Context: an optimization exercise on an open-source flow, tuned for small area, a short achievable clock period and few clock cycles. The choices shown serve that exercise and are no tape-out recipe.
Function was checked by simulation only, so behaviour that the tests miss may differ from the original.
Power and IR drop assume default switching activity.

**flow/design.v**
```verilog
`timescale 1ns / 1ps
module rca #(parameter W = 32) (
	input [W-1:0] a,
	input [W-1:0] b,
	input ci,
	output [W-1:0] s,
	output co
	);
	wire [W:0] c;
	assign c[0] = ci;
	genvar i;
	generate for (i = 0; i < W; i = i + 1) begin : B
		assign s[i] = a[i] ^ b[i] ^ c[i];
		assign c[i+1] = (a[i] & b[i]) | (c[i] & (a[i] ^ b[i]));
	end endgenerate
	assign co = c[W];
endmodule
module inc #(parameter W = 32) (
	input [W-1:0] a,
	input ci,
	output [W-1:0] s
	);
	wire [W:0] c;
	assign c[0] = ci;
	genvar i;
	generate for (i = 0; i < W; i = i + 1) begin : B
		assign s[i] = a[i] ^ c[i];
		assign c[i+1] = a[i] & c[i];
	end endgenerate
endmodule
`timescale 1ns / 1ps
module MDU(
	input clk,
	input reset,
	input start,             
	input [1:0] op,          
	input wr_hi,             
	input wr_lo,             
	input [31:0] a,
	input [31:0] b,
	input [1:0] rsel,        
	output busy,
	output [31:0] rdata
	);
	reg [31:0] acc, mq, md;
	reg [4:0] cnt;
	reg div, sgn, dneg, negq, negr, shrt;
	assign busy = (cnt != 5'd0);
	wire a_neg = ~op[0] & a[31];
	wire [31:0] n_in = rsel[0] ? acc : rsel[1] ? mq : a;
	wire n_en = rsel[0] ? negr : rsel[1] ? negq : a_neg;
	wire [31:0] n_x = n_in ^ {32{n_en}};
	inc #(32) neg(.a(n_x), .ci(n_en), .s(rdata));
	wire b_small = (b[31:16] == 16'h0);
	wire q_small = (rdata[31:16] == 16'h0);
	wire [31:0] m_acc [0:4];
	wire [31:0] m_mq [0:4];
	assign m_acc[0] = acc;
	assign m_mq[0] = mq;
	wire m_last = sgn & (cnt == 5'd1) & ~shrt;
	genvar g;
	generate for (g = 0; g < 4; g = g + 1) begin : MS
		wire sub = (g == 3) & m_last;
		wire [32:0] y = {33{m_mq[g][0]}} & {sgn & md[31], md};
		wire [32:0] s;
		rca #(33) add(.a({sgn & m_acc[g][31], m_acc[g]}), .b(y ^ {33{sub}}), .ci(sub), .s(s), .co());
		assign m_acc[g+1] = s[32:1];
		assign m_mq[g+1] = {s[0], m_mq[g][31:1]};
	end endgenerate
	wire [32:0] x1 = {acc, mq[31]};
	wire [33:0] t1;
	rca #(34) add1(.a({1'b0, x1}), .b({2'b11, md}), .ci(~dneg), .s(t1), .co());
	wire q1 = ~t1[33];
	wire [32:0] x2r = {acc[30:0], mq[31], mq[30]};      
	wire [32:0] x2s = {t1[31:0], mq[30]};               
	wire [33:0] t2r, t2s;
	rca #(34) add2r(.a({1'b0, x2r}), .b({2'b11, md}), .ci(~dneg), .s(t2r), .co());
	rca #(34) add2s(.a({1'b0, x2s}), .b({2'b11, md}), .ci(~dneg), .s(t2s), .co());
	wire q2 = q1 ? ~t2s[33] : ~t2r[33];
	wire [31:0] d_acc = q1 ? (t2s[33] ? x2s[31:0] : t2s[31:0])
	                       : (t2r[33] ? x2r[31:0] : t2r[31:0]);
	wire [31:0] d_mq = {mq[29:0], q1, q2};
	always @(posedge clk) begin
		if (reset) begin
			acc <= 32'b0;
			mq <= 32'b0;
			cnt <= 5'd0;
			negq <= 1'b0;
			negr <= 1'b0;
		end else if (start) begin
			if (!op[1]) begin
				acc <= 32'b0;
				mq <= b;
				md <= a;
				sgn <= ~op[0];
				div <= 1'b0;
				negq <= 1'b0;
				negr <= 1'b0;
				shrt <= b_small;
				cnt <= b_small ? 5'd5 : 5'd8;
			end else if (b != 32'b0) begin
				acc <= 32'b0;
				mq <= q_small ? {rdata[15:0], 16'b0} : rdata;
				md <= b ^ {32{~(~op[0] & b[31])}};
				dneg <= ~op[0] & b[31];
				div <= 1'b1;
				negq <= ~op[0] & (a[31] ^ b[31]);
				negr <= a_neg;
				cnt <= q_small ? 5'd8 : 5'd16;
			end
		end else if (busy) begin
			cnt <= cnt - 5'd1;
			if (div) begin
				acc <= d_acc;
				mq <= d_mq;
			end else if (shrt && cnt == 5'd1) begin
				acc <= {{16{sgn & acc[31]}}, acc[31:16]};
				mq <= {acc[15:0], mq[31:16]};
			end else begin
				acc <= m_acc[4];
				mq <= m_mq[4];
			end
		end else begin
			if (wr_hi) begin
				acc <= a;
				negr <= 1'b0;
			end
			if (wr_lo) begin
				mq <= a;
				negq <= 1'b0;
			end
		end
	end
endmodule
`timescale 1ns / 1ps
module mips(
    input clk,
    input reset,
    output [31:0] i_addr,
    input [31:0] i_rdata,
    output [31:0] d_addr,
    output [31:0] d_wdata,
    output d_we,
    input [31:0] d_rdata,
    output [4:0] w_reg,
    output [31:0] w_data,
    output [31:0] w_pc
    );
	reg [31:0] pc_f;                  
	reg [31:0] ir_x, pc_x;            
	reg        v_x, bd_x;             
	reg [4:0]  m_reg;                 
	reg [31:0] m_res;                 
	reg [14:2] m_pc;
	reg        m_load, m_lsgn, m_ldm, m_ldev;
	reg [1:0]  m_lsz;                 
	reg        m_pst, m_psh;          
	reg [31:0] da_q, dw_q;            
	reg        dwe_q;
	reg [4:0]  w_reg_q;
	reg [31:0] w_data_q;
	reg [14:2] w_pc_q;
	reg [15:10] cp_im;
	reg cp_exl, cp_ie, cp_bd;
	reg [6:2] cp_exc;
	reg [31:2] cp_epc;
	assign i_addr = pc_f;
	assign d_addr = da_q;
	assign d_wdata = dw_q;
	assign d_we = dwe_q;
	assign w_reg = w_reg_q;
	assign w_data = w_data_q;
	assign w_pc = {17'b0, w_pc_q, 2'b00};
	reg rst_q;
	always @(posedge clk) rst_q <= reset;
	wire rst_any = reset | rst_q;
	reg [31:1] rfv;                   
	wire [31:0] w_dec = 32'b1 << w_reg_q;
	wire [32*32-1:0] rf_flat;
	assign rf_flat[31:0] = 32'h0;
	genvar gi;
	generate for (gi = 1; gi < 32; gi = gi + 1) begin : RF
		reg [31:0] q;
		always @(posedge clk)
			if (w_dec[gi]) q <= w_data_q;
		assign rf_flat[gi*32 +: 32] = q;
	end endgenerate
	always @(posedge clk)
		if (rst_q) rfv <= 31'b0;
		else rfv <= rfv | w_dec[31:1];
	wire [5:0] op = ir_x[31:26];
	wire [5:0] fn = ir_x[5:0];
	wire [4:0] rs = ir_x[25:21];
	wire [4:0] rt = ir_x[20:16];
	wire [4:0] rd = ir_x[15:11];
	wire [4:0] sa = ir_x[10:6];
	wire [15:0] imm = ir_x[15:0];
	wire ff_x = (pc_x[1:0] != 2'b00) || (pc_x < 32'h00003000) || (pc_x > 32'h00004ffc);
	wire ex = v_x & ~ff_x;
	wire rtype = ex & (op == 6'h00);
	wire i_sll  = rtype & (fn == 6'h00);
	wire i_srl  = rtype & (fn == 6'h02);
	wire i_sra  = rtype & (fn == 6'h03);
	wire i_sllv = rtype & (fn == 6'h04);
	wire i_srlv = rtype & (fn == 6'h06);
	wire i_srav = rtype & (fn == 6'h07);
	wire i_jr   = rtype & (fn == 6'h08);
	wire i_jalr = rtype & (fn == 6'h09);
	wire i_mfhi = rtype & (fn == 6'h10);
	wire i_mthi = rtype & (fn == 6'h11);
	wire i_mflo = rtype & (fn == 6'h12);
	wire i_mtlo = rtype & (fn == 6'h13);
	wire i_mult = rtype & (fn == 6'h18);
	wire i_multu= rtype & (fn == 6'h19);
	wire i_div  = rtype & (fn == 6'h1a);
	wire i_divu = rtype & (fn == 6'h1b);
	wire i_add  = rtype & (fn == 6'h20);
	wire i_addu = rtype & (fn == 6'h21);
	wire i_sub  = rtype & (fn == 6'h22);
	wire i_subu = rtype & (fn == 6'h23);
	wire i_and  = rtype & (fn == 6'h24);
	wire i_or   = rtype & (fn == 6'h25);
	wire i_xor  = rtype & (fn == 6'h26);
	wire i_nor  = rtype & (fn == 6'h27);
	wire i_slt  = rtype & (fn == 6'h2a);
	wire i_sltu = rtype & (fn == 6'h2b);
	wire i_bltz = ex & (op == 6'h01) & (rt == 5'd0);
	wire i_bgez = ex & (op == 6'h01) & (rt == 5'd1);
	wire i_j    = ex & (op == 6'h02);
	wire i_jal  = ex & (op == 6'h03);
	wire i_beq  = ex & (op == 6'h04);
	wire i_bne  = ex & (op == 6'h05);
	wire i_blez = ex & (op == 6'h06);
	wire i_bgtz = ex & (op == 6'h07);
	wire i_addi = ex & (op == 6'h08);
	wire i_addiu= ex & (op == 6'h09);
	wire i_slti = ex & (op == 6'h0a);
	wire i_sltiu= ex & (op == 6'h0b);
	wire i_andi = ex & (op == 6'h0c);
	wire i_ori  = ex & (op == 6'h0d);
	wire i_xori = ex & (op == 6'h0e);
	wire i_lui  = ex & (op == 6'h0f);
	wire i_cop0 = ex & (op == 6'h10);
	wire i_mfc0 = i_cop0 & (rs == 5'b00000);
	wire i_mtc0 = i_cop0 & (rs == 5'b00100);
	wire i_eret = i_cop0 & ir_x[25] & (fn == 6'h18);
	wire i_lb   = ex & (op == 6'h20);
	wire i_lh   = ex & (op == 6'h21);
	wire i_lw   = ex & (op == 6'h23);
	wire i_lbu  = ex & (op == 6'h24);
	wire i_lhu  = ex & (op == 6'h25);
	wire i_sb   = ex & (op == 6'h28);
	wire i_sh   = ex & (op == 6'h29);
	wire i_sw   = ex & (op == 6'h2b);
	wire shift_c = i_sll | i_srl | i_sra;
	wire shift_v = i_sllv | i_srlv | i_srav;
	wire alu_r = shift_c | shift_v | i_add | i_addu | i_sub | i_subu | i_and | i_or |
	             i_xor | i_nor | i_slt | i_sltu;
	wire alu_i = i_addi | i_addiu | i_slti | i_sltiu | i_andi | i_ori | i_xori | i_lui;
	wire is_load = i_lb | i_lh | i_lw | i_lbu | i_lhu;
	wire is_store = i_sb | i_sh | i_sw;
	wire is_mem = is_load | is_store;
	wire md_start = i_mult | i_multu | i_div | i_divu;
	wire is_md = md_start | i_mfhi | i_mflo | i_mthi | i_mtlo;
	wire is_br = i_beq | i_bne | i_blez | i_bgtz | i_bltz | i_bgez;
	wire is_bj = is_br | i_j | i_jal | i_jr | i_jalr;
	wire known = alu_r | alu_i | is_mem | is_md | is_bj | i_mfc0 | i_mtc0 | i_eret;
	wire ri = ex & ~known;
	wire use_rs = (alu_r & ~shift_c) | (alu_i & ~i_lui) | is_mem | md_start | i_mthi | i_mtlo |
	              is_br | i_jr | i_jalr;
	wire use_rt = alu_r | md_start | is_store | i_beq | i_bne | i_mtc0;
	wire [4:0] dst = (alu_r | i_mfhi | i_mflo | i_jalr) ? rd :
	                 (alu_i | is_load | i_mfc0) ? rt :
	                 i_jal ? 5'd31 : 5'd0;
	wire [31:0] dec_rs = 32'b1 << rs;
	wire [31:0] dec_rt = 32'b1 << rt;
	wire fm_rs = (m_reg == rs) && (rs != 5'd0);
	wire fm_rt = (m_reg == rt) && (rt != 5'd0);
	wire fw_rs = |(w_dec[31:1] & dec_rs[31:1]);
	wire fw_rt = |(w_dec[31:1] & dec_rt[31:1]);
	wire [31:1] sel_rs = dec_rs[31:1] & rfv & {31{~fm_rs & ~fw_rs}};
	wire [31:1] sel_rt = dec_rt[31:1] & rfv & {31{~fm_rt & ~fw_rt}};
	reg [31:0] va, vb;
	integer r;
	always @* begin
		va = ({32{fm_rs}} & m_res) | ({32{fw_rs & ~fm_rs}} & w_data_q);
		vb = ({32{fm_rt}} & m_res) | ({32{fw_rt & ~fm_rt}} & w_data_q);
		for (r = 1; r < 32; r = r + 1) begin
			va = va | ({32{sel_rs[r]}} & rf_flat[r*32 +: 32]);
			vb = vb | ({32{sel_rt[r]}} & rf_flat[r*32 +: 32]);
		end
	end
	wire sext = i_addi | i_addiu | i_slti | i_sltiu | is_mem;
	wire [31:0] immx = {{16{sext & imm[15]}}, imm};
	wire use_imm = alu_i | is_mem;
	wire [31:0] bo = use_imm ? immx : vb;
	wire [32:0] sum, dif;
	rca #(32) add_s(.a(va), .b(bo), .ci(1'b0), .s(sum[31:0]), .co(sum[32]));
	rca #(32) add_d(.a(va), .b(~bo), .ci(1'b1), .s(dif[31:0]), .co(dif[32]));
	wire ovf_add = (va[31] == bo[31]) & (sum[31] != va[31]);
	wire ovf_sub = (va[31] != bo[31]) & (dif[31] != va[31]);
	wire lt_s = (va[31] != bo[31]) ? va[31] : dif[31];
	wire lt_u = ~dif[32];
	wire [4:0] shamt = shift_v ? va[4:0] : sa;
	wire sh_left = i_sll | i_sllv;
	wire sh_arith = i_sra | i_srav;
	reg [31:0] sh_in, sh_out;
	integer k;
	always @* begin
		for (k = 0; k < 32; k = k + 1) sh_in[k] = sh_left ? vb[31-k] : vb[k];
	end
	wire [63:0] sh_ext = {{32{sh_arith & vb[31]}}, sh_in};
	wire [31:0] sh_r = sh_ext >> shamt;
	always @* begin
		for (k = 0; k < 32; k = k + 1) sh_out[k] = sh_left ? sh_r[31-k] : sh_r[k];
	end
	wire md_busy;
	wire [31:0] md_rd;
	wire x_go;       
	MDU MDU(
		.clk(clk),
		.reset(rst_q),
		.start(x_go & md_start),
		.op({i_div | i_divu, i_multu | i_divu}),
		.wr_hi(x_go & i_mthi),
		.wr_lo(x_go & i_mtlo),
		.a(va),
		.b(vb),
		.rsel({i_mflo, i_mfhi}),
		.busy(md_busy),
		.rdata(md_rd)
	);
	reg [31:0] cp_rd;
	always @* begin
		case (rd)
			5'd12: cp_rd = {16'b0, cp_im, 8'b0, cp_exl, cp_ie};
			5'd13: cp_rd = {cp_bd, 15'b0, 6'b0, 3'b0, cp_exc, 2'b00};
			5'd14: cp_rd = {cp_epc, 2'b00};
			5'd15: cp_rd = 32'h66666666;
			default: cp_rd = 32'h0;
		endcase
	end
	wire [14:2] link = pc_x[14:2] + 13'd2;
	wire [31:0] res =
		({32{i_add | i_addu | i_addi | i_addiu}} & sum[31:0]) |
		({32{i_sub | i_subu}} & dif[31:0]) |
		({32{i_and | i_andi}} & (va & bo)) |
		({32{i_or | i_ori}} & (va | bo)) |
		({32{i_xor | i_xori}} & (va ^ bo)) |
		({32{i_nor}} & ~(va | bo)) |
		({32{i_lui}} & {imm, 16'h0}) |
		({32{i_slt | i_slti}} & {31'b0, lt_s}) |
		({32{i_sltu | i_sltiu}} & {31'b0, lt_u}) |
		({32{shift_c | shift_v}} & sh_out) |
		({32{i_jal | i_jalr}} & {17'b0, link, 2'b00}) |
		({32{i_mfhi | i_mflo}} & md_rd) |
		({32{i_mfc0}} & cp_rd);
	wire a_zero = (va == 32'h0);
	wire eq = (dif[31:0] == 32'h0);
	wire taken = (i_beq & eq) | (i_bne & ~eq) | (i_blez & (va[31] | a_zero)) |
	             (i_bgtz & ~va[31] & ~a_zero) | (i_bltz & va[31]) | (i_bgez & ~va[31]);
	wire [31:2] btarget, pc_f4;
	rca #(30) add_b(.a(pc_x[31:2]), .b({{14{imm[15]}}, imm}), .ci(1'b1), .s(btarget), .co());
	inc #(30) inc_f(.a(pc_f[31:2]), .ci(1'b1), .s(pc_f4));
	wire [31:0] npc = (i_jr | i_jalr) ? va :
	                  (i_j | i_jal) ? {pc_x[31:28], ir_x[25:0], 2'b00} :
	                  taken ? {btarget, 2'b00} :
	                  {pc_f4, pc_f[1:0]};
	wire [31:0] ea = sum[31:0];
	wire dm_hit = (ea[31:14] == 18'h0) && (ea[13:12] != 2'b11);
	wire dev0 = (ea[31:4] == 28'h00007f0) && (ea[3:2] != 2'b11);
	wire dev1 = (ea[31:4] == 28'h00007f1) && (ea[3:2] != 2'b11);
	wire dev = dev0 | dev1;
	wire cnt_hit = (ea[31:5] == 27'h00003f8) && (ea[3:2] == 2'b10);
	wire ld_hb = i_lh | i_lhu | i_lb | i_lbu;
	wire adel = (i_lw & (ea[1:0] != 2'b00)) | ((i_lh | i_lhu) & ea[0]) | (ld_hb & dev) |
	            (is_load & ~(dm_hit | dev));
	wire ades = (i_sw & (ea[1:0] != 2'b00)) | (i_sh & ea[0]) | ((i_sh | i_sb) & dev) |
	            (is_store & ~(dm_hit | dev)) | (is_store & cnt_hit);
	wire ov = (i_add | i_sub | i_addi) & (ovf_add | ovf_sub);
	wire [6:2] exc = (v_x & ff_x) ? 5'd4 : ri ? 5'd10 : ov ? 5'd12 : adel ? 5'd4 : ades ? 5'd5 : 5'd0;
	wire ld_haz = m_load && (m_reg != 5'd0) &&
	              ((use_rs && (rs == m_reg)) || (use_rt && (rt == m_reg)));
	wire md_haz = md_busy & (i_mfhi | i_mflo | i_mthi | i_mtlo |
	                         ((i_div | i_divu) & (vb == 32'h0)));
	wire st_haz = m_pst & is_mem;
	wire stall = ld_haz | md_haz | st_haz;
	wire exc_take = (exc != 5'd0) & ~cp_exl & ~stall;
	assign x_go = ex & ~stall & ~exc_take;
	wire eret_go = x_go & i_eret;
	wire flush = exc_take | eret_go;
	always @(posedge clk) begin
		if (rst_q) begin
			pc_f <= 32'h00003000;
			v_x <= 1'b0;
			bd_x <= 1'b0;
		end else begin
			if (exc_take) pc_f <= 32'h00004180;
			else if (eret_go) pc_f <= {cp_epc, 2'b00};
			else if (!stall) pc_f <= npc;
			if (!stall) begin
				pc_x <= pc_f;
				bd_x <= is_bj;
			end
			v_x <= flush ? 1'b0 : stall ? v_x : 1'b1;
		end
	end
	always @(posedge clk)
		if (!stall) ir_x <= i_rdata;
	wire [31:0] pmerge;
	assign pmerge[7:0]   = (m_psh ? ~da_q[1] : (da_q[1:0] == 2'd0)) ? dw_q[7:0] : d_rdata[7:0];
	assign pmerge[15:8]  = (m_psh ? ~da_q[1] : (da_q[1:0] == 2'd1)) ? (m_psh ? dw_q[15:8] : dw_q[7:0]) : d_rdata[15:8];
	assign pmerge[23:16] = (m_psh ? da_q[1] : (da_q[1:0] == 2'd2)) ? dw_q[7:0] : d_rdata[23:16];
	assign pmerge[31:24] = (m_psh ? da_q[1] : (da_q[1:0] == 2'd3)) ? (m_psh ? dw_q[15:8] : dw_q[7:0]) : d_rdata[31:24];
	wire m_in = x_go;    
	always @(posedge clk) begin
		if (rst_q) begin
			m_reg <= 5'd0;
			m_load <= 1'b0;
			m_pst <= 1'b0;
		end else begin
			m_reg <= m_in ? dst : 5'd0;
			m_load <= m_in & is_load;
			m_pst <= m_in & (i_sb | i_sh) & dm_hit;
		end
		if (rst_any) dwe_q <= 1'b0;
		else dwe_q <= m_pst | (m_in & i_sw & dm_hit);
	end
	always @(posedge clk) begin
		m_res <= res;
		m_pc <= pc_x[14:2];
		m_lsz <= {i_lb | i_lbu, i_lh | i_lhu};
		m_lsgn <= i_lb | i_lh;
		m_ldm <= dm_hit;
		m_ldev <= dev;
		m_psh <= i_sh;
		if (m_in & is_mem) da_q <= ea;
		if (m_pst) dw_q <= pmerge;
		else if (m_in & is_store) dw_q <= vb;
	end
	reg [31:0] ldv;
	always @* begin
		case (m_lsz)
			2'd1: ldv = da_q[1] ? {{16{m_lsgn & d_rdata[31]}}, d_rdata[31:16]}
			                   : {{16{m_lsgn & d_rdata[15]}}, d_rdata[15:0]};
			2'd2: case (da_q[1:0])
				2'd0: ldv = {{24{m_lsgn & d_rdata[7]}}, d_rdata[7:0]};
				2'd1: ldv = {{24{m_lsgn & d_rdata[15]}}, d_rdata[15:8]};
				2'd2: ldv = {{24{m_lsgn & d_rdata[23]}}, d_rdata[23:16]};
				default: ldv = {{24{m_lsgn & d_rdata[31]}}, d_rdata[31:24]};
			endcase
			default: ldv = d_rdata;
		endcase
		if (!m_ldm) ldv = m_ldev ? 32'h0 : 32'h33333333;
	end
	wire [31:0] m_val = m_load ? ldv : m_res;
	always @(posedge clk) begin
		if (rst_any) w_reg_q <= 5'd0;
		else w_reg_q <= m_reg;
		w_pc_q <= m_pc;
		w_data_q <= m_val;
	end
	always @(posedge clk) begin
		if (rst_q) begin
			cp_im <= 6'b0;
			cp_exl <= 1'b0;
			cp_ie <= 1'b0;
			cp_bd <= 1'b0;
			cp_exc <= 5'b0;
			cp_epc <= 30'b0;
		end else begin
			if (exc_take) begin
				cp_epc <= bd_x ? pc_x[31:2] - 30'd1 : pc_x[31:2];
				cp_exl <= 1'b1;
				cp_exc <= exc;
				cp_bd <= bd_x;
			end else if (x_go & i_mtc0) begin
				if (rd == 5'd12) begin
					cp_im <= vb[15:10];
					cp_exl <= vb[1];
					cp_ie <= vb[0];
				end
				if (rd == 5'd14) cp_epc <= vb[31:2];
			end
			if (eret_go) cp_exl <= 1'b0;
		end
	end
endmodule
```
**flow/flow/run.sh**
```bash
#!/bin/bash
# Layout flow: the standard ORFS flow (standard.sh: unchanged synthesis
# and steps), with knobs the standard flow does not expose:
#  - the I/O ports are buffered with buf_2 instead of the default delay
#    buffer, which is slower and larger;
#  - clock tree synthesis inserts no dummy loads (they only add area);
#  - from clock tree synthesis on, timing repair aims at the period the I/O
#    delays allow (about 31 ns) rather than at the 150 ns clock, so that it
#    works on the paths to and from the ports.
# The constraints (constraint.sdc) are the standard flow's, unchanged. Each step's full
# output is in standard_*.log here and in orfs/logs.
set -euo pipefail
export BUFFER_PORTS_ARGS="-buffer_cell sky130_fd_sc_hd__buf_2"
bash standard.sh synth floorplan place > standard_place.log 2>&1
export CTS_ARGS="-sink_clustering_enable -repair_clock_nets -sink_clustering_size 25 -sink_clustering_max_diameter 90 -dont_use_dummy_load"
export SETUP_SLACK_MARGIN=118.7
bash standard.sh cts route finish > standard_finish.log 2>&1
```
**flow/standard.sh**
```bash
#!/bin/bash
# synth_recipe.tcl (not shown) runs the flow's synth.tcl, then flattens the netlist and writes it again
# the make line also repeats each setting of config.mk as NAME=value (left out here)
make -C /OpenROAD-flow-scripts/flow DESIGN_CONFIG=/design/flow/config.mk WORK_HOME=/design/flow/orfs CLKGATE_MAP_FILE= SYNTH_SCRIPT=/design/flow/synth_recipe.tcl "${@:-finish}"
```
**flow/config.mk**
```make
export PLATFORM = sky130hd
export DESIGN_NAME = mips
export DESIGN_NICKNAME = mips
export VERILOG_FILES = /design/flow/design.v
export SDC_FILE = /design/flow/constraint.sdc
export NUM_CORES = 4
export LEC_CHECK = 0
export CAP_MARGIN = 20
export CORE_MARGIN = 2
export CORE_UTILIZATION = 35
export PLACE_DENSITY = 0.42
export SLEW_MARGIN = 20
```
**flow/constraint.sdc**
```tcl
create_clock -name core_clock -period 150.0 [get_ports {clk}]
set_input_delay 30.0000 -clock core_clock [delete_from_list [all_inputs] [get_ports {clk}]]
set_output_delay 30.0000 -clock core_clock [all_outputs]
set_load 0.01 [all_outputs]
```
==> flow_summary.json, run 1 <==
{
  "status": "finished with violations",
  "so_faults": "max-capacitance violations, max-slew violations",
  "antenna_found_initial": 180,
  "globalRouteTotalUtil_pct": 55.08,
  "max_slew_margin_pct": -7.712,
  "finalSetupTns_ns": 0,
  "synth-edff-count": 1156,
  "rows": 182,
  "largest_register_ffs": 992,
  "via_count": 93360,
  "ys_seq_elements": 1445,
  "rsz0062_at_grt": "yes",
  "initial_core_util_pct": 35.29,
  "final_cell_mix": "edfxtp_1, nand2_1, buf_4",
  "ys_types": 104,
  "async_reset_ff_share_pct": 0,
  "ios": 232,
  "start_kind": "flop",
  "path_class": "reg2out",
  "hold_class": "reg2reg",
  "ir_worst_vdd_v": 0.00001292,
  "die_w_um": 502.4,
  "cts_tree": "done",
  "grt_pass1_vias": 83310,
  "crit_path_end_kind": "output port",
  "n_fill_cell": 24370,
  "power.density_nw_per_um2": 10.50,
  "top_register": "RF.q",
  "ctsRootBufferMaster": "clkbuf_16",
  "synthesis.area_sq_um": 86940,
  "area_delta_synth_final_pct": 14.80,
  "wire_per_inst_um": 56.85,
  "crit_family": "flip-flops",
  "synth_area_leaders": "edfxtp_1, fa_1, dfxtp_1",
  "route.detailed.drc": 0,
  "yosys.area.top_type": "edfxtp_1",
  "reg2reg_from": "ir_x[20]$_DFFE_PP_",
  "ys.flop_type": "edfxtp_1",
  "dpl.cell_count": 11880,
  "cp_num_buf_inv": 1,
  "rr_endpoint": "dw_q[5]$_DFFE_PP_",
  "grt_pass1_wl_um": 903700,
  "drive_gt1_share_pct": 15.24,
  "hold_violations": 0,
  "clk_latency_ns": 0.89,
  "portBuffers": 212,
  "die_y_um": 502.4,
  "nets": 9299,
  "max_cap_violations": 1,
  "synth_top_area_share_pct": 39.93,
  "place_congestion": 1.194,
  "fin_crit_sh_pct": 21.10,
  "netlist_instances": 8464,
  "worstPathRequired_ns": 120.00,
  "clk_pin_slew_ns": 0.11,
  "layoutNonFillerInstCount": 12290,
  "tightestPinTransition_ns": 1.616,
  "crit_end": "w_data[14]",
  "cts_max_level": 3,
  "avgSynthCellArea_sq_um": 10.27,
  "clock_sinks": 1445,
  "postRouteAntennaNets": 0,
  "ff2ff_path_depth": 59,
  "slew_viol_final": 9,
  "final_common_cell": "edfxtp_1",
  "period_minus_slack_ns": 31.65,
  "critPathMaxStageDelay_ns": 0.60,
  "routed_wl_um": 698400,
  "cellLeakagePower_nw": 36.17,
  "overflow": 0,
  "grt_max_degree": 84,
  "vias_per_cell": 7.600,
  "worstSetupStartpoint": "w_data_q[14]$_DFF_P_",
  "slowest_stage": "dfxtp_4",
  "critical_path_cell_count": 1,
  "worst-r2r-setup-slack_ns": 124.77,
  "final_util_pct": 40.51,
  "dr.pass1.iters": 10,
  "die_area_sq_um": 252400,
  "place.detailed.hpwl_um": 481900,
  "cts_buffer_depth": 3,
  "drt-initial-drc-count": 18780,
  "setup_viol": 0,
  "max_freq_mhz": 31.59,
  "yosysWarnings": 2,
  "critPathArrivalTime_ns": 1.65,
  "worstPathCellList": "buf_6",
  "fin_skew_ns": 0.1626,
  "cp_max_fo": 3,
  "cts_buffers": 99,
  "ys_seq_area_share_pct": 46.58,
  "core_area_sq_um": 246400
}
final cells by class:
type	count	area [sq um]	share of cell area [%]
multi-input combinational	5933	43120	43.20
sequential	1445	40680	40.75
timing repair buffer	918	7457	7.471
tap	3312	4144	4.152
clock buffer	99	2477	2.482
inverter	391	1468	1.470
antenna	187	467.9	0.4688
logic make-up after synthesis:
logic type	after synthesis	synth area share [%]
flops	1445	46.58
compound gates	2472	20.30
simple gates	2653	15.03
xor+xnor	165	1.695
fa+ha+maj	445	9.072
mux	179	2.173
buf+inv	1104	5.143
other cells	1	0.004313
metal layers:
metal / vias up / part of all wire, % / global-route usage, %
met1: 46360 / 32 / 57.23
met4: 60 / 13 / 55.35
met3: 3819 / 14 / 31.43
met2: 10150 / 41 / 75.32
li1: 32970 / - / -
met5: - / 0.24 / 6.852
where the power goes:
| group | switching, W | internal (W) | total (W) |
|---|---|---|---|
| logic | 0.000223 | 0.0000978 | 0.000320 |
| registers | 0.0000162 | 0.000443 | 0.000459 |
| clock network | 0.000152 | 0.000116 | 0.000268 |
| total | 0.000391 | 0.000657 | 0.00105 |
synthesized netlist by cell type (33+ instances only):
| cell type | number |
|---|---|
| nor4_1 | 96 |
| o211ai_1 | 144 |
| dfxtp_1 | 289 |
| fa_1 | 309 |
| a221o_1 | 43 |
| ha_1 | 136 |
| nor2_1 | 569 |
| buf_2 | 85 |
| a21oi_1 | 449 |
| nand3_1 | 339 |
| a22oi_1 | 407 |
| clkbuf_1 | 514 |
| a22o_1 | 150 |
| o2111ai_1 | 33 |
| a221oi_1 | 139 |
| edfxtp_1 | 1156 |
| a222oi_1 | 119 |
| and2_1 | 117 |
| and3_1 | 174 |
| a211oi_1 | 98 |
| mux2_2 | 37 |
| xnor2_1 | 87 |
| a31oi_1 | 93 |
| a32oi_1 | 43 |
| mux2i_1 | 137 |
| nor3_1 | 134 |
| nand4_1 | 129 |
| nand3b_1 | 43 |
| o21ai_0 | 361 |
| o22ai_1 | 36 |
| a2111oi_0 | 49 |
| buf_4 | 39 |
| inv_1 | 389 |
| xor2_1 | 76 |
| or3_1 | 33 |
| buf_1 | 65 |
| nand2_1 | 786 |
metrics by stage:
stage                     area (sq um)  total power [W]  hold WS [ns]  worst slack, ns
after floorplan                  87010        0.0006349        0.3096           118.03
after global placement           94580        0.0007580        0.3111           117.12
after detailed placement         94620        0.0007619        0.3121           117.15
after CTS                        98570         0.001027        0.3286           118.47
after global routing             99450         0.001074        0.3263           118.33
final                            99810         0.001048        0.3236           118.35
how the worst min path moves through the flow:
stage               depth (start not counted)              from  slack (ns)                 end
floorplan                                   0  m_pc[10]$_DFF_P_        0.31  w_pc_q[10]$_DFF_P_
global placement                            0  m_pc[11]$_DFF_P_        0.31  w_pc_q[11]$_DFF_P_
detailed placement                          0   m_pc[6]$_DFF_P_        0.31   w_pc_q[6]$_DFF_P_
CTS                                         0   m_pc[7]$_DFF_P_        0.33   w_pc_q[7]$_DFF_P_
global route                                0   m_pc[7]$_DFF_P_        0.33   w_pc_q[7]$_DFF_P_
finish                                      0   m_pc[7]$_DFF_P_        0.32   w_pc_q[7]$_DFF_P_
timing repair:
action | 4_1_cts | 5_1_grt
gates resized for setup | 162 | 32
pin swaps | 0 | 1
endpoints found under the setup margin | 132 | 138
gates cloned | 9 | 0
hold endpoints to repair | 0 | 0
hold buffers | 0 | 0
buffers inserted | 79 | 9
Testbench counts, summed over its fixed seeds: cycles 132,183.
==> run 2, diff against run 1 <==
--- a/flow/design.v
+++ b/flow/design.v
@@ -151,2 +151,3 @@
 	reg        v_x, bd_x;             
+	reg        pe_x;                  
 	reg [4:0]  m_reg;                 
@@ -389,4 +390,8 @@
 	assign x_go = ex & ~stall & ~exc_take;
-	wire eret_go = x_go & i_eret;
+	wire eret_go = x_go & i_eret & ~pe_x;
 	wire flush = exc_take | eret_go;
+	wire ff_f = (pc_f[1:0] != 2'b00) || (pc_f < 32'h00003000) || (pc_f > 32'h00004ffc);
+	wire [31:2] epc_nx = (i_mtc0 && rd == 5'd14) ? vb[31:2] : cp_epc;
+	wire f_ok = ~ff_f & ~stall & ~flush & ~is_bj;
+	wire f_eret = (i_rdata[31:26] == 6'h10) & i_rdata[25] & (i_rdata[5:0] == 6'h18);
 	always @(posedge clk) begin
@@ -399,2 +404,3 @@
 			else if (eret_go) pc_f <= {cp_epc, 2'b00};
+			else if (f_ok & f_eret) pc_f <= {epc_nx, 2'b00};
 			else if (!stall) pc_f <= npc;
@@ -405,2 +411,3 @@
 			v_x <= flush ? 1'b0 : stall ? v_x : 1'b1;
+			if (!stall) pe_x <= f_ok & f_eret;
 		end
@@ -484,3 +491,3 @@
 			end
-			if (eret_go) cp_exl <= 1'b0;
+			if (x_go & i_eret) cp_exl <= 1'b0;
 		end
==> flow_summary.json, run 2 <==
{
  "setup_viol": 0,
  "async_reset_ff_share_pct": 0,
  "hold_start": "m_pc[13]$_DFF_P_",
  "start_kind": "flop",
  "slowest_stage": "edfxtp_1",
  "tightestPinTransition_ns": 1.339,
  "worstPathCellList": "buf_2",
  "grt_max_degree": 101,
  "synthesis.area_sq_um": 85390,
  "globalRouteTotalUtil_pct": 53.38,
  "nets": 9109,
  "min_path_cells": 0,
  "synth_area_leaders": "edfxtp_1, fa_1, dfxtp_1",
  "hold_end": "w_pc_q[13]$_DFF_P_",
  "final_util_pct": 41.31,
  "status": "complete, no violations",
  "dpl.cell_count": 11510,
  "slew_viol_final": 0,
  "cts_hold_repair.buffers": 0,
  "place.detailed.hpwl_um": 455500,
  "postRouteAntennaNets": 0,
  "period_minus_slack_ns": 31.72,
  "finalSetupTns_ns": 0,
  "cellLeakagePower_nw": 36.64,
  "top_register": "RF.q",
  "die_y_um": 497.9,
  "path_class": "reg2out",
  "die_w_um": 497.9,
  "reg2reg_from": "ir_x[19]$_DFFE_PP_",
  "crit_path_end_kind": "output port",
  "yosys.area.top_type": "edfxtp_1",
  "layoutNonFillerInstCount": 12010,
  "cts_buffer_depth": 3,
  "synth-edff-count": 1157,
  "avgSynthCellArea_sq_um": 10.48,
  "ys.flop_type": "edfxtp_1",
  "fin_skew_ns": 0.1819,
  "grt_pass1_wl_um": 865000,
  "initial_core_util_pct": 35.14,
  "antenna_found_initial": 170,
  "worstPathRequired_ns": 120.00,
  "final_cell_mix": "edfxtp_1, nand2_1, buf_4",
  "layout_setup_ws_ns": 118.28,
  "cp_num_buf_inv": 1,
  "netlist_instances": 8146,
  "worst-r2r-setup-slack_ns": 123.94,
  "synth_commonest_cells": "edfxtp_1, nand2_1, nor2_1",
  "power.density_nw_per_um2": 9.944,
  "clock_sinks": 1446,
  "max_freq_mhz": 31.52,
  "portBuffers": 212,
  "crit_family": "flip-flops",
  "rsz0062_at_grt": "yes",
  "ys_seq_elements": 1446,
  "drive_gt1_share_pct": 17.21,
  "place_congestion": 1.156,
  "drt-initial-drc-count": 18720,
  "rows": 181,
  "cts_tree": "done",
  "largest_register_ffs": 992,
  "hold_violations": 0,
  "max_cap_violations": 0,
  "critPathArrivalTime_ns": 1.72,
  "ys_seq_area_share_pct": 47.46,
  "whs_ns": 0.3244,
  "area_delta_synth_final_pct": 17.55,
  "pre_cts_slack_ns": 116.77,
  "core_area_sq_um": 243000,
  "dr.pass1.iters": 15,
  "hold_class": "reg2reg",
  "final_common_cell": "edfxtp_1",
  "routed_wl_um": 679100,
  "yosysWarnings": 2,
  "fin_crit_sh_pct": 21.15,
  "max_slew_margin_pct": 10.75,
  "wire_per_inst_um": 56.55,
  "ff2ff_path_depth": 63,
  "grt_pass1_vias": 81430,
  "cts_buffers": 103,
  "clk_pin_slew_ns": 0.10,
  "yosysMostFrequentCell": "edfxtp_1",
  "vias_per_cell": 7.661,
  "ctsRootBufferMaster": "clkbuf_16",
  "ir_worst_vdd_v": 0.00001124,
  "die_area_sq_um": 247900,
  "critPathMaxStageDelay_ns": 0.62,
  "ys_types": 110,
  "overflow": 0,
  "route.detailed.drc": 0,
  "clk_latency_ns": 0.94,
  "rr_endpoint": "dw_q[0]$_DFFE_PP_",
  "ios": 232,
  "cp_max_fo": 1,
  "synth_top_area_share_pct": 40.69,
  "cts_max_level": 3,
  "via_count": 91990
}
## run 2: cell types whose count changed after synthesis, sizes merged, moves of 52 or more
cell / previous run / this run
and3: 174 / 90
o211ai: 144 / 59
nand2: 786 / 690
o21ai: 375 / 258
a22oi: 407 / 514
nor2: 572 / 640
nand3: 339 / 206
a21oi: 451 / 503
a221oi: 140 / 194
## run 2: power by group
| group | leakage (nW) | switching (W) | internal [W] |
|---|---|---|---|
| Clock | 1.27 | 0.000157 | 0.000120 |
| Sequential | 14.2 | 0.0000108 | 0.000434 |
| Combinational | 21.2 | 0.000182 | 0.0000941 |
| Total | 36.6 | 0.000350 | 0.000648 |
## run 2: worst register-to-register path: cells and delay by family, from the launching register on
kind	cells	cell delay [ns]
AOI/OAI and AO/OA	7	3.00
DFF	1	0.36
buffers and inverters	10	2.52
adders and majority gates	30	12.29
and+or+nand+nor	16	7.45
## run 2: timing repair
action | CTS | global route
endpoints found under the setup margin | 167 | 168
gates resized for setup | 379 | 30
endpoints found under the hold margin | 0 | 0
setup buffers | 136 | 10
pin swaps | 12 | 13
cloned | 34 | 0
## run 2: layout make-up
| type | instances | area [sq um] |
|---|---|---|
| diodes | 210 | 525.5 |
| clock buffers | 103 | 2577 |
| fillers | 23770 | 142600 |
| inverters | 408 | 1535 |
| multi-input cells | 5653 | 42040 |
| flip-flops and latches | 1446 | 40770 |
| well taps | 3202 | 4006 |
| repair buffers | 986 | 8916 |
## run 2: how the worst max path moves through the flow
stage | start | end | depth (start not counted)
2_1_floorplan | d_rdata[31] | w_data_q[27]$_DFF_P_ | 8
3_3_place_gp | i_rdata[1] | pc_f[23]$_SDFFE_PP0P_ | 10
3_5_place_dp | i_rdata[1] | pc_f[26]$_SDFFE_PP0P_ | 10
4_1_cts | dw_q[22]$_DFFE_PP_ | d_wdata[22] | 1
5_1_grt | dw_q[22]$_DFFE_PP_ | d_wdata[22] | 1
6_report | dw_q[22]$_DFFE_PP_ | d_wdata[22] | 1
## run 2: stage by stage
step / cell area, sq um / total power, W
floorplan: 85460 / 0.0006224
global placement: 93310 / 0.0007189
detailed placement: 93500 / 0.0007218
CTS: 99490 / 0.0009869
global route: 99960 / 0.001033
finish: 100400 / 0.0009981
## run 2: cells by family after synthesis
group | share of synthesized area, %
simple gates | 13.86
compound gates | 20.84
other cells | 0.004392
flops | 47.46
xor+xnor | 1.618
fa+ha+maj | 9.237
mux | 1.924
buf+inv | 5.055
## run 2: routing by layer
metal	part of all wire, %	up-vias	routed length [um]	track usage (%)
met2	40	10360	271800	72.99
met1	33	45590	225600	57.35
met4	12	59	80000	49.15
met5	0.20	-	1358	5.171
li1	-	32270	-	-
met3	15	3717	100300	30.41
Testbench counts of run 2, summed over its fixed seeds: cycles 131,653.
==> run 3, diff against run 2 <==
--- a/flow/flow/run.sh
+++ b/flow/flow/run.sh
@@ -6,2 +6,3 @@
 #  - clock tree synthesis inserts no dummy loads (they only add area);
+#  - up to 12 rounds of antenna repair after detailed routing instead of 5;
 #  - from clock tree synthesis on, timing repair aims at the period the I/O
@@ -13,2 +14,3 @@
 export BUFFER_PORTS_ARGS="-buffer_cell sky130_fd_sc_hd__buf_2"
+export MAX_REPAIR_ANTENNAS_ITER_DRT=12
 bash standard.sh synth floorplan place > standard_place.log 2>&1
--- a/flow/config.mk
+++ b/flow/config.mk
@@ -7,3 +7,3 @@
 export LEC_CHECK = 0
-export CAP_MARGIN = 20
+export CAP_MARGIN = 40
 export CORE_MARGIN = 2
@@ -11,2 +11,2 @@
 export PLACE_DENSITY = 0.42
-export SLEW_MARGIN = 20
+export SLEW_MARGIN = 40
==> flow_summary.json, run 3 <==
{
  "dpl.cell_count": 11530,
  "ir_worst_vdd_v": 0.000009979,
  "hold_start": "m_pc[10]$_DFF_P_",
  "synth-edff-count": 1157,
  "period_minus_slack_ns": 31.65,
  "drt-initial-drc-count": 18900,
  "rr_endpoint": "dw_q[5]$_DFFE_PP_",
  "clock_sinks": 1446,
  "status": "complete, no violations",
  "final_common_cell": "edfxtp_1",
  "antenna_found_initial": 159,
  "synthesis.area_sq_um": 85390,
  "power.share.switching_pct": 34.92,
  "portBuffers": 212,
  "nets": 9132,
  "ys.flop_type": "edfxtp_1",
  "hold_class": "reg2reg",
  "via_count": 92950,
  "globalRouteTotalUtil_pct": 53.29,
  "path_class": "reg2out",
  "clk_pin_slew_ns": 0.09,
  "share_comb_of_total_power_pct": 27.9,
  "die_area_sq_um": 247900,
  "final_cell_mix": "edfxtp_1, nand2_1, buf_4",
  "yosysMostFrequentCell": "edfxtp_1",
  "worstPathCellList": "buf_2",
  "clkPwrFrac_pct": 27.8,
  "switching_power_w": 0.0003501,
  "dr.pass1.iters": 10,
  "layout_setup_ws_ns": 118.35,
  "layoutNonFillerInstCount": 12030,
  "final_util_pct": 41.57,
  "ys_seq_elements": 1446,
  "rsz0062_at_grt": "yes",
  "cp_num_buf_inv": 1,
  "synth_commonest_cells": "edfxtp_1, nand2_1, nor2_1",
  "async_reset_ff_share_pct": 0,
  "initial_core_util_pct": 35.14,
  "hold_violations": 0,
  "max_slew_margin_pct": 26.66,
  "place_congestion": 1.156,
  "power_frac_seq_pct": 44.3,
  "start_kind": "flop",
  "max_freq_mhz": 31.59,
  "reg2reg_from": "ir_x[19]$_DFFE_PP_",
  "overflow": 0,
  "setup_viol": 0,
  "netlist_instances": 8146,
  "vias_per_cell": 7.726,
  "n_fill_cell": 23560,
  "ys_seq_area_share_pct": 47.46,
  "top_register": "RF.q",
  "grt_pass1_vias": 81850,
  "clk_latency_ns": 0.91,
  "cts_buffer_depth": 3,
  "critPathArrivalTime_ns": 1.65,
  "die_y_um": 497.9,
  "yosysWarnings": 2,
  "cp_max_fo": 2,
  "core_area_sq_um": 243000,
  "fin_skew_ns": 0.1678,
  "wire_per_inst_um": 56.44,
  "route.detailed.drc": 0,
  "grt_pass1_wl_um": 866000,
  "min_path_cells": 0,
  "grt_max_degree": 101,
  "p_int_w": 0.0006526,
  "critPathMaxStageDelay_ns": 0.62,
  "cts_buffers": 105,
  "largest_register_ffs": 992,
  "place.detailed.hpwl_um": 457300,
  "area_delta_synth_final_pct": 18.30,
  "ios": 232,
  "synth_area_leaders": "edfxtp_1, fa_1, dfxtp_1",
  "ff2ff_path_depth": 64,
  "yosys.area.top_type": "edfxtp_1",
  "rows": 181,
  "power.density_nw_per_um2": 9.926,
  "drive_gt1_share_pct": 17.90,
  "fin_crit_sh_pct": 21.10,
  "worstPathRequired_ns": 120.00,
  "synth_top_area_share_pct": 40.69,
  "slowest_stage": "edfxtp_1",
  "cellLeakagePower_nw": 36.90,
  "avgSynthCellArea_sq_um": 10.48,
  "ys_types": 110,
  "worst-r2r-setup-slack_ns": 124.87,
  "slew_viol_final": 0,
  "tightestPinTransition_ns": 1.097,
  "ctsRootBufferMaster": "clkbuf_16",
  "finalSetupTns_ns": 0,
  "max_cap_violations": 0,
  "die_w_um": 497.9,
  "hold_end": "w_pc_q[10]$_DFF_P_",
  "crit_family": "flip-flops",
  "routed_wl_um": 679000,
  "whs_ns": 0.3293,
  "pre_cts_slack_ns": 116.80,
  "crit_path_end_kind": "output port",
  "postRouteAntennaNets": 0,
  "cts_tree": "done",
  "cts_max_level": 3
}
[run 3: power groups by stage]
stage               logic (W)  clock network [W]  registers, W
finish               0.000280           0.000279      0.000445
detailed placement   0.000268                  0      0.000454
global route         0.000306           0.000287      0.000445
CTS                  0.000272           0.000274      0.000444
global placement     0.000264                  0      0.000454
floorplan            0.000173                  0      0.000449
[run 3: area by class of cell]
class                      instances  area, sq um  area share, %
inverter                         408         1536          1.521
antenna                          211        528.0         0.5227
timing repair buffer            1006         9341          9.247
multi-input combinational       5654        42210          41.78
sequential                      1446        40770          40.36
clock buffer                     105         2628          2.601
tap                             3202         4006          3.966
[run 3: per-stage QoR]
stage                     area, sq um  power (W)
after floorplan                 85460  0.0006224
final                          101000   0.001003
after global placement          93310  0.0007189
after detailed placement        94030  0.0007222
after CTS                      100000  0.0009906
after global routing           100600   0.001037
[run 3: kinds of logic after synthesis]
kind of cell	Yosys count	synth area share [%]
DFF	1446	47.46
adders and majority gates	445	9.237
xor gates and xnor gates	156	1.618
muxes	157	1.924
other	1	0.004392
buffers and inverters	1066	5.055
AOI/OAI and AO/OA	2456	20.84
and+or+nand+nor	2419	13.86
[run 3: what timing repair did]
| item | CTS | global route |
|---|---|---|
| hold buffers | 0 | 0 |
| endpoints found under the setup margin | 155 | 137 |
| gates resized for setup | 377 | 33 |
| setup buffers | 131 | 13 |
| pin swaps | 12 | 13 |
| cloned | 35 | 1 |
[run 3: worst max path at each step]
stage,from,end,slack (ns),depth (start not counted)
3_5_place_dp,i_rdata[1],pc_f[6]$_SDFFE_PP0P_,116.80,10
3_3_place_gp,i_rdata[1],pc_f[23]$_SDFFE_PP0P_,116.88,10
5_1_grt,dw_q[22]$_DFFE_PP_,d_wdata[22],118.39,1
6_report,dw_q[22]$_DFFE_PP_,d_wdata[22],118.35,1
2_1_floorplan,d_rdata[31],w_data_q[27]$_DFF_P_,117.98,8
4_1_cts,dw_q[9]$_DFFE_PP_,d_wdata[9],118.38,1
[run 3: routing by layer]
metal / vias to the layer above / wire length (um) / global-route usage [%]
met2: 10660 / 272400 / 73.02
met3: 3854 / 100700 / 29.37
met4: 64 / 79780 / 48.97
li1: 32360 / - / -
met1: 46020 / 224900 / 57.93
met5: - / 1275 / 3.801

-- re-timing with driven ports --
How much do the figures lean on ideal ports? The routed layouts below were timed once more, with nothing changed but the port constraints. Step 1 (the two cells are an assumption about what drives the block):
set clk [get_ports {clk}]
set_driving_cell -lib_cell sky130_fd_sc_hd__clkbuf_16 $clk
set_driving_cell -lib_cell sky130_fd_sc_hd__buf_2 [delete_from_list [all_inputs] $clk]
Step 2 moves the port delays by t, midway between the first and last clock arrival at a register: inputs arrive t later, outputs are due t later. That takes back most of the time a late clock gives input paths. a / b / c = ideal ports / drivers / drivers and shift; a / b = the first two.
run | t (ns) | slack for setup (ns) | hold slack, ns
run 1 | 0.925 | 118.348 / 118.234 / 117.935 | 0.324 / 0.324 / 0.324
run 2 | 0.950 | 118.276 / 118.170 / 117.833 | 0.324 / 0.324 / 0.324
run 3 | 0.938 | 118.348 / 118.237 / 117.854 | 0.329 / 0.329 / 0.329
The setup slack of run 3, which loses most, moves by -0.111 ns with the drivers and by -0.494 ns with both steps.
